This design comes from an exercise in tuning for small area on the open sky130 flow, not from production work. Function was checked by simulation only, so behaviour that the tests miss may differ from the original. Power figures rest on the tool's default switching activity, not on a simulated workload.

== main ==
==> module calc, before the edit <==
module calc(
	input wire clk,
	input wire rst,
	input wire start_in, pause_in,
	input wire record_in, recall_mode_in,
	input wire display_mode,
	input wire[3:0] reg_address,
	output wire[3:0] anode,
	output wire[7:0] segment,
	output wire started_LED,
	output wire paused_LED,
	output wire write_LED,
	output wire mode_LED);
	reg[3:0] count;
	reg done;	 
	always @(posedge clk) begin
		if (rst) count <= 4'd0;
		else count <= count + 4'd1;
		done <= ~rst & (done | (count == 4'd15));
	end
	wire first = ~done & (count == 4'd0);	 
	wire tick4 = (count[1:0] == 2'd1);
	reg[1:0] m3;
	always @(posedge clk)
		if (rst) m3 <= 2'd0;
		else m3 <= {m3[0], ~m3[0] & ~m3[1]};
	wire tick6 = ~count[0] & m3[1];
	wire[3:0] btn = {recall_mode_in, record_in, pause_in, start_in};
	reg[3:0] pb;
	reg[2:0] dc0, dc1, dc2, dc3;
	wire[11:0] dc = {dc3, dc2, dc1, dc0};
	reg[11:0] dc_n;
	reg[3:0] pb_n;
	integer b;
	always @* begin
		dc_n = dc;
		pb_n = pb;
		for (b = 0; b < 4; b = b + 1)
			if (tick4) begin
				if (btn[b] == pb[b])
					dc_n[3*b +: 3] = 3'd0;
				else if (dc[3*b +: 3] == 3'd7) begin
					dc_n[3*b +: 3] = 3'd0;
					pb_n[b] = btn[b];
				end
				else
					dc_n[3*b +: 3] = dc[3*b +: 3] + 3'd1;
			end
	end
	always @(posedge clk)
		if (rst) begin
			pb <= 4'd0;
			{dc3, dc2, dc1, dc0} <= 12'd0;
		end
		else begin
			pb <= pb_n;
			{dc3, dc2, dc1, dc0} <= dc_n;
		end
	wire start_stop = pb[0], pause_resume = pb[1];
	wire record_recall = pb[2], recall_mode = pb[3];
	reg start_d, pause_d, record_d;
	reg started, paused;
	reg[3:0] rec_pos, dis_pos;
	wire start_rise  = start_stop & ~start_d;
	wire pause_rise  = pause_resume & ~pause_d;
	wire record_rise = record_recall & ~record_d;
	wire record_fall = ~record_recall & record_d;
	always @(posedge clk) begin
		start_d <= start_stop;
		pause_d <= pause_resume;
		if (rst) begin
			record_d <= 1'b0;
			started <= 1'b0;
			paused <= 1'b0;
			rec_pos <= 4'd0;
			dis_pos <= 4'd0;
		end
		else begin
			record_d <= record_recall;
			if (start_rise) started <= ~started;
			if (pause_rise) paused <= ~paused;
			if (record_fall) begin
				if (started) begin
					rec_pos <= rec_pos + 4'd1;
					dis_pos <= dis_pos + 4'd1;
				end
				else if (dis_pos == rec_pos)
					dis_pos <= 4'd0;
				else
					dis_pos <= dis_pos + 4'd1;
			end
		end
	end
	reg[6:0] hs;	 
	reg[5:0] sc;	 
	reg[6:0] mn;	 
	wire inc = started & ~paused & tick6;
	always @(posedge clk)
		if (~started & start_rise) begin
			hs <= 7'd0;
			sc <= 6'd0;
			mn <= 7'd0;
		end
		else if (inc) begin
			if (hs == 7'd99) begin
				hs <= 7'd0;
				if (sc == 6'd59) begin
					sc <= 6'd0;
					if (mn == 7'd99) mn <= 7'd0;
					else mn <= mn + 7'd1;
				end
				else sc <= sc + 6'd1;
			end
			else hs <= hs + 7'd1;
		end
	wire[19:0] timer = {mn, sc, hs};
	wire we = started & record_rise;
	reg pend;
	reg[1:0] pk;	 
	reg[319:0] ring;
	wire ins = pend & (rec_pos == ~count);
	always @(posedge clk) begin
		if (rst) pend <= 1'b0;
		else if (we) pend <= 1'b1;
		else if (ins) pend <= 1'b0;
		if (we) pk <= {1'b0, inc};
		else if (inc) pk <= pk + 2'd1;
	end
	wire hs_b = hs < {5'd0, pk};
	wire[6:0] hs_d = hs - {5'd0, pk};
	wire sc_b = hs_b & (sc == 6'd0);
	wire[6:0] pd_hs = hs_b ? hs_d + 7'd100 : hs_d;
	wire[5:0] pd_sc = hs_b ? ((sc == 6'd0) ? 6'd59 : sc - 6'd1) : sc;
	wire[6:0] pd_mn = sc_b ? ((mn == 7'd0) ? 7'd99 : mn - 7'd1) : mn;
	wire[19:0] pdata = {pd_mn, pd_sc, pd_hs};
	wire[19:0] ring_in = ins ? pdata : (done ? ring[319:300] : 20'd0);
	always @(posedge clk)
		ring <= {ring[299:0], ring_in};
	wire[3:0] raddr = recall_mode ? reg_address : dis_pos;
	wire[4:0] rsum = {1'b0, raddr} + {1'b0, count};
	wire cleared = done | rsum[4];
	wire bypass = pend & (rec_pos == raddr);
	wire ld = ~started & ~rst;
	wire[15:0] rsel = (ld & cleared & ~bypass) ? (16'd1 << rsum[3:0]) : 16'd0;
	wire bsel = ld & bypass;
	wire hsel = started & ~rst;
	reg[19:0] reg_out;
	reg[19:0] rd;
	integer k;
	always @* begin
		rd = ({20{bsel}} & pdata) | ({20{hsel}} & reg_out);
		for (k = 0; k < 16; k = k + 1)
			rd = rd | (ring[20*k +: 20] & {20{rsel[k]}});
	end
	always @(posedge clk)
		reg_out <= rd;
	wire reg_exceed = recall_mode & (reg_address > rec_pos);
	wire[1:0] dj = count[3:2];
	wire selmn = ~display_mode & dj[1];
	wire selhs = display_mode & ~dj[1];
	wire selsc = ~selmn & ~selhs;
	wire[6:0] pair =
		({7{started & selmn}} & mn) |
		({7{started & selsc}} & {1'b0, sc}) |
		({7{started & selhs}} & hs) |
		({7{~started & selmn}} & reg_out[19:13]) |
		({7{~started & selsc}} & {1'b0, reg_out[12:7]}) |
		({7{~started & selhs}} & reg_out[6:0]);
	wire[3:0] tens = pair / 7'd10;
	wire[3:0] ones = pair % 7'd10;
	reg[3:0] errd;
	always @*
		case (dj)
			2'd0: errd = 4'hD;
			2'd1: errd = 4'hF;
			2'd2: errd = 4'hF;
			default: errd = 4'hE;
		endcase
	wire[3:0] code_n = reg_exceed ? errd : (dj[0] ? tens : ones);
	reg[3:0] code, code2;
	always @(posedge clk) begin
		if (rst) code <= 4'd0;
		else code <= code_n;
		code2 <= code;
	end
	reg[7:0] seg7;
	always @*
		case (code2)
			4'b0000: seg7 = 8'b11000000;
			4'b0001: seg7 = 8'b11111001;
			4'b0010: seg7 = 8'b10100100;
			4'b0011: seg7 = 8'b10110000;
			4'b0100: seg7 = 8'b10011001;
			4'b0101: seg7 = 8'b10010010;
			4'b0110: seg7 = 8'b10000010;
			4'b0111: seg7 = 8'b11111000;
			4'b1000: seg7 = 8'b10000000;
			4'b1001: seg7 = 8'b10010000;
			4'b1010: seg7 = 8'b10001000;
			4'b1011: seg7 = 8'b10000011;
			4'b1100: seg7 = 8'b11000110;
			4'b1101: seg7 = 8'b01111111;
			4'b1110: seg7 = 8'b10000110;
			default: seg7 = 8'b10001101;
		endcase
	assign segment = first ? 8'hFF : seg7;
	wire[3:0] cprev = count - 4'd1;
	assign anode = first ? 4'b1111 : ~(4'b0001 << cprev[3:2]);
	assign started_LED = started;
	assign paused_LED = paused;
	assign write_LED = (started & record_recall) | start_stop;
	assign mode_LED = recall_mode;
endmodule
export LEC_CHECK = 0
export CAP_MARGIN = 0
export CORE_MARGIN = 2
export CORE_UTILIZATION = 80
export CTS_BUF_LIST = sky130_fd_sc_hd__clkbuf_8
export CTS_CLUSTER_DIAMETER = 60
export CTS_CLUSTER_SIZE = 19
export PLACE_DENSITY = 0.85
export SLEW_MARGIN = 0
create_clock -name core_clock -period 10.0 [get_ports {clk}]
standard.sh (not shown) runs the stock make flow with config.mk's settings and CLKGATE_MAP_FILE= SYNTH_SCRIPT=/design/flow/synth_recipe.tcl, a recipe that flattens the netlist after the stock synthesis.
==> flow/flow/run.sh <==
#!/bin/bash
# Standard ORFS layout, except:
# - synthesis maps the logic with area-oriented ABC scripts (flow/abc/*.abc)
#   and without the adder cell mapping; it is run once per script and the
#   script giving the smallest cell area is kept. Registers, flattening and
#   renaming are as in the standard flow's synthesis.
# - ports get the smallest buffer, and the clock tree has no dummy loads.
set -euo pipefail
HERE=$(pwd)
export BUFFER_PORTS_ARGS="-buffer_cell sky130_fd_sc_hd__buf_1"
export CTS_ARGS="-sink_clustering_enable -repair_clock_nets -sink_clustering_size 19 -sink_clustering_max_diameter 60 -buf_list sky130_fd_sc_hd__clkbuf_8 -dont_use_dummy_load"
{ echo "source $HERE/flow/abc_hook.tcl"; cat synth_recipe.tcl; } > my_synth.tcl
STAT=orfs/reports/sky130hd/calc/base/synth_stat.txt
best=""; best_area=""
for s in flow/abc/*.abc; do
  n=$(basename $s .abc)
  export MY_ABC_SCRIPT=$HERE/$s
  bash standard.sh SYNTH_SCRIPT=$HERE/my_synth.tcl ADDER_MAP_FILE= clean_synth synth > synth_$n.log 2>&1
  a=$(awk '/Chip area for module/ {print $NF}' $STAT | tail -1)
  echo "$n $a" >> synth_areas.log
  if [ -z "$best" ] || awk -v a="$a" -v b="$best_area" 'BEGIN{exit !(a < b)}'; then best=$n; best_area=$a; fi
done
echo "best $best $best_area" >> synth_areas.log
export MY_ABC_SCRIPT=$HERE/flow/abc/$best.abc
bash standard.sh SYNTH_SCRIPT=$HERE/my_synth.tcl ADDER_MAP_FILE= clean_synth finish > standard.log 2>&1
==> flow/flow/abc/s_nfp.abc <==
strash
&get -n
&dch -f
&nf -R 1000 -p -F 8
&put
==> flow/flow/abc/t12.abc <==
strash
&get -n
&fraig -x
&put
scorr
dc2
dc2
strash
&get -n
&dch -f
&nf -R 1000 -p -F 8 -A 4 -C 32
&put
==> flow/flow/abc/t16.abc <==
strash
&get -n
&fraig -x
&put
scorr
dc2
dc2
dc2
dc2
strash
&get -n
&dch -f
&nf -R 1000 -p -F 8 -A 4 -C 32
&put
==> flow/flow/abc/t18.abc <==
strash
&get -n
&fraig -x
&put
scorr
dc2
dc2
balance
rewrite
refactor
dc2
strash
&get -n
&dch -f
&nf -R 1000 -p -F 8 -A 4 -C 32
&put
==> flow/flow/abc/t7.abc <==
strash
&get -n
&fraig -x
&put
scorr
dc2
strash
&get -n
&dch -f
&nf -R 1000 -p -F 8 -A 4 -C 32
&put
==> flow/flow/abc/t8.abc <==
strash
&get -n
&dch -f
&nf -R 1000 -p -F 16 -A 8 -C 32
&put
==> flow/flow/abc_hook.tcl <==
# Make every abc call use the script named by MY_ABC_SCRIPT.
proc abc {args} {
  set i [lsearch $args -script]
  if {$i >= 0} { lset args [expr {$i + 1}] $::env(MY_ABC_SCRIPT) }
  yosys abc {*}$args
}
Edits applied to the flow inputs when going from main to the feature branch:
--- a/flow/design.v
+++ b/flow/design.v
@@ -26,38 +26,18 @@
 		if (rst) m3 <= 2'd0;
 		else m3 <= {m3[0], ~m3[0] & ~m3[1]};
 	wire tick6 = ~count[0] & m3[1];
 	wire[3:0] btn = {recall_mode_in, record_in, pause_in, start_in};
-	reg[3:0] pb;
-	reg[2:0] dc0, dc1, dc2, dc3;
-	wire[11:0] dc = {dc3, dc2, dc1, dc0};
-	reg[11:0] dc_n;
-	reg[3:0] pb_n;
+	reg[15:0] db;
 	integer b;
-	always @* begin
-		dc_n = dc;
-		pb_n = pb;
+	always @(posedge clk)
 		for (b = 0; b < 4; b = b + 1)
-			if (tick4) begin
-				if (btn[b] == pb[b])
-					dc_n[3*b +: 3] = 3'd0;
-				else if (dc[3*b +: 3] == 3'd7) begin
-					dc_n[3*b +: 3] = 3'd0;
-					pb_n[b] = btn[b];
-				end
-				else
-					dc_n[3*b +: 3] = dc[3*b +: 3] + 3'd1;
+			if (rst) db[4*b +: 4] <= 4'd0;
+			else if (tick4) begin
+				if (btn[b] != db[4*b+3]) db[4*b +: 4] <= db[4*b +: 4] + 4'd1;
+				else db[4*b +: 3] <= 3'd0;
 			end
-	end
-	always @(posedge clk)
-		if (rst) begin
-			pb <= 4'd0;
-			{dc3, dc2, dc1, dc0} <= 12'd0;
-		end
-		else begin
-			pb <= pb_n;
-			{dc3, dc2, dc1, dc0} <= dc_n;
-		end
+	wire[3:0] pb = {db[15], db[11], db[7], db[3]};
 	wire start_stop = pb[0], pause_resume = pb[1];
 	wire record_recall = pb[2], recall_mode = pb[3];
 	reg start_d, pause_d, record_d;
 	reg started, paused;
@@ -181,9 +161,10 @@
 	reg[3:0] code, code2;
 	always @(posedge clk) begin
 		if (rst) code <= 4'd0;
 		else code <= code_n;
-		code2 <= code;
+		if (rst) code2 <= 4'hA;
+		else code2 <= code;
 	end
 	reg[7:0] seg7;
 	always @*
 		case (code2)
@@ -196,16 +177,16 @@
 			4'b0110: seg7 = 8'b10000010;
 			4'b0111: seg7 = 8'b11111000;
 			4'b1000: seg7 = 8'b10000000;
 			4'b1001: seg7 = 8'b10010000;
-			4'b1010: seg7 = 8'b10001000;
+			4'b1010: seg7 = 8'b11111111;
 			4'b1011: seg7 = 8'b10000011;
 			4'b1100: seg7 = 8'b11000110;
 			4'b1101: seg7 = 8'b01111111;
 			4'b1110: seg7 = 8'b10000110;
 			default: seg7 = 8'b10001101;
 		endcase
-	assign segment = first ? 8'hFF : seg7;
+	assign segment = seg7;
 	wire[3:0] cprev = count - 4'd1;
 	assign anode = first ? 4'b1111 : ~(4'b0001 << cprev[3:2]);
 	assign started_LED = started;
 	assign paused_LED = paused;
Summary of the feature branch over main: worst hold slack across all endpoints dropped 20 ps; number of cells produced by synthesis fell by 13; total global routing track utilization rose 1.1 points. [the feature branch vs main] delay of the slowest cell on the worst path: higher in the feature branch. Summary of the feature branch over main: logic gate share of total power did not really move; parity-gate share of the synthesized area counting xor and xnor cells neither gained nor lost much; post-synthesis share of cell area spent on full adders, half adders and majority gates ~0 delta. main reports its first element of the critical path as display_mode while the feature branch reports reg_address[1]. The feature branch — first-pass iteration count of the detailed router 3 higher, main as reference. Compared to main, the router laid down more metal wire for the feature branch. Sequential cell count came out exactly the same in the feature branch and main. Against main, the feature branch reports a mean routed wirelength per cell that is higher.

port drivers added, routing unchanged:
No port has a modelled driver above. Below, the same layouts with a new extraction and two added sets of constraints.
Step 1 assumes that a clkbuf_16 drives the clock port and a buf_2 every other input.
Step 2 moves the port delays by t, midway between the first and last clock arrival at a register: inputs arrive t later, outputs are due t later. That takes back most of the time a late clock gives input paths.
Slacks: ideal / step 1 / step 2; pairs: ideal / step 1.
run | t (ns) | setup WS [ns] | hold WS [ns] | clock arrival spread, ns
main | 0.609 | 4.430 / 4.439 / 3.831 | 0.347 / 0.347 / 0.347 | 0.037 / 0.037
the feature branch | 0.607 | 4.597 / 4.614 / 4.007 | 0.327 / 0.327 / 0.327 | 0.032 / 0.033
After both steps every run listed still meets setup and hold. The setup slack of main, which loses most, moves by +0.009 ns with the drivers and by -0.599 ns with both steps.
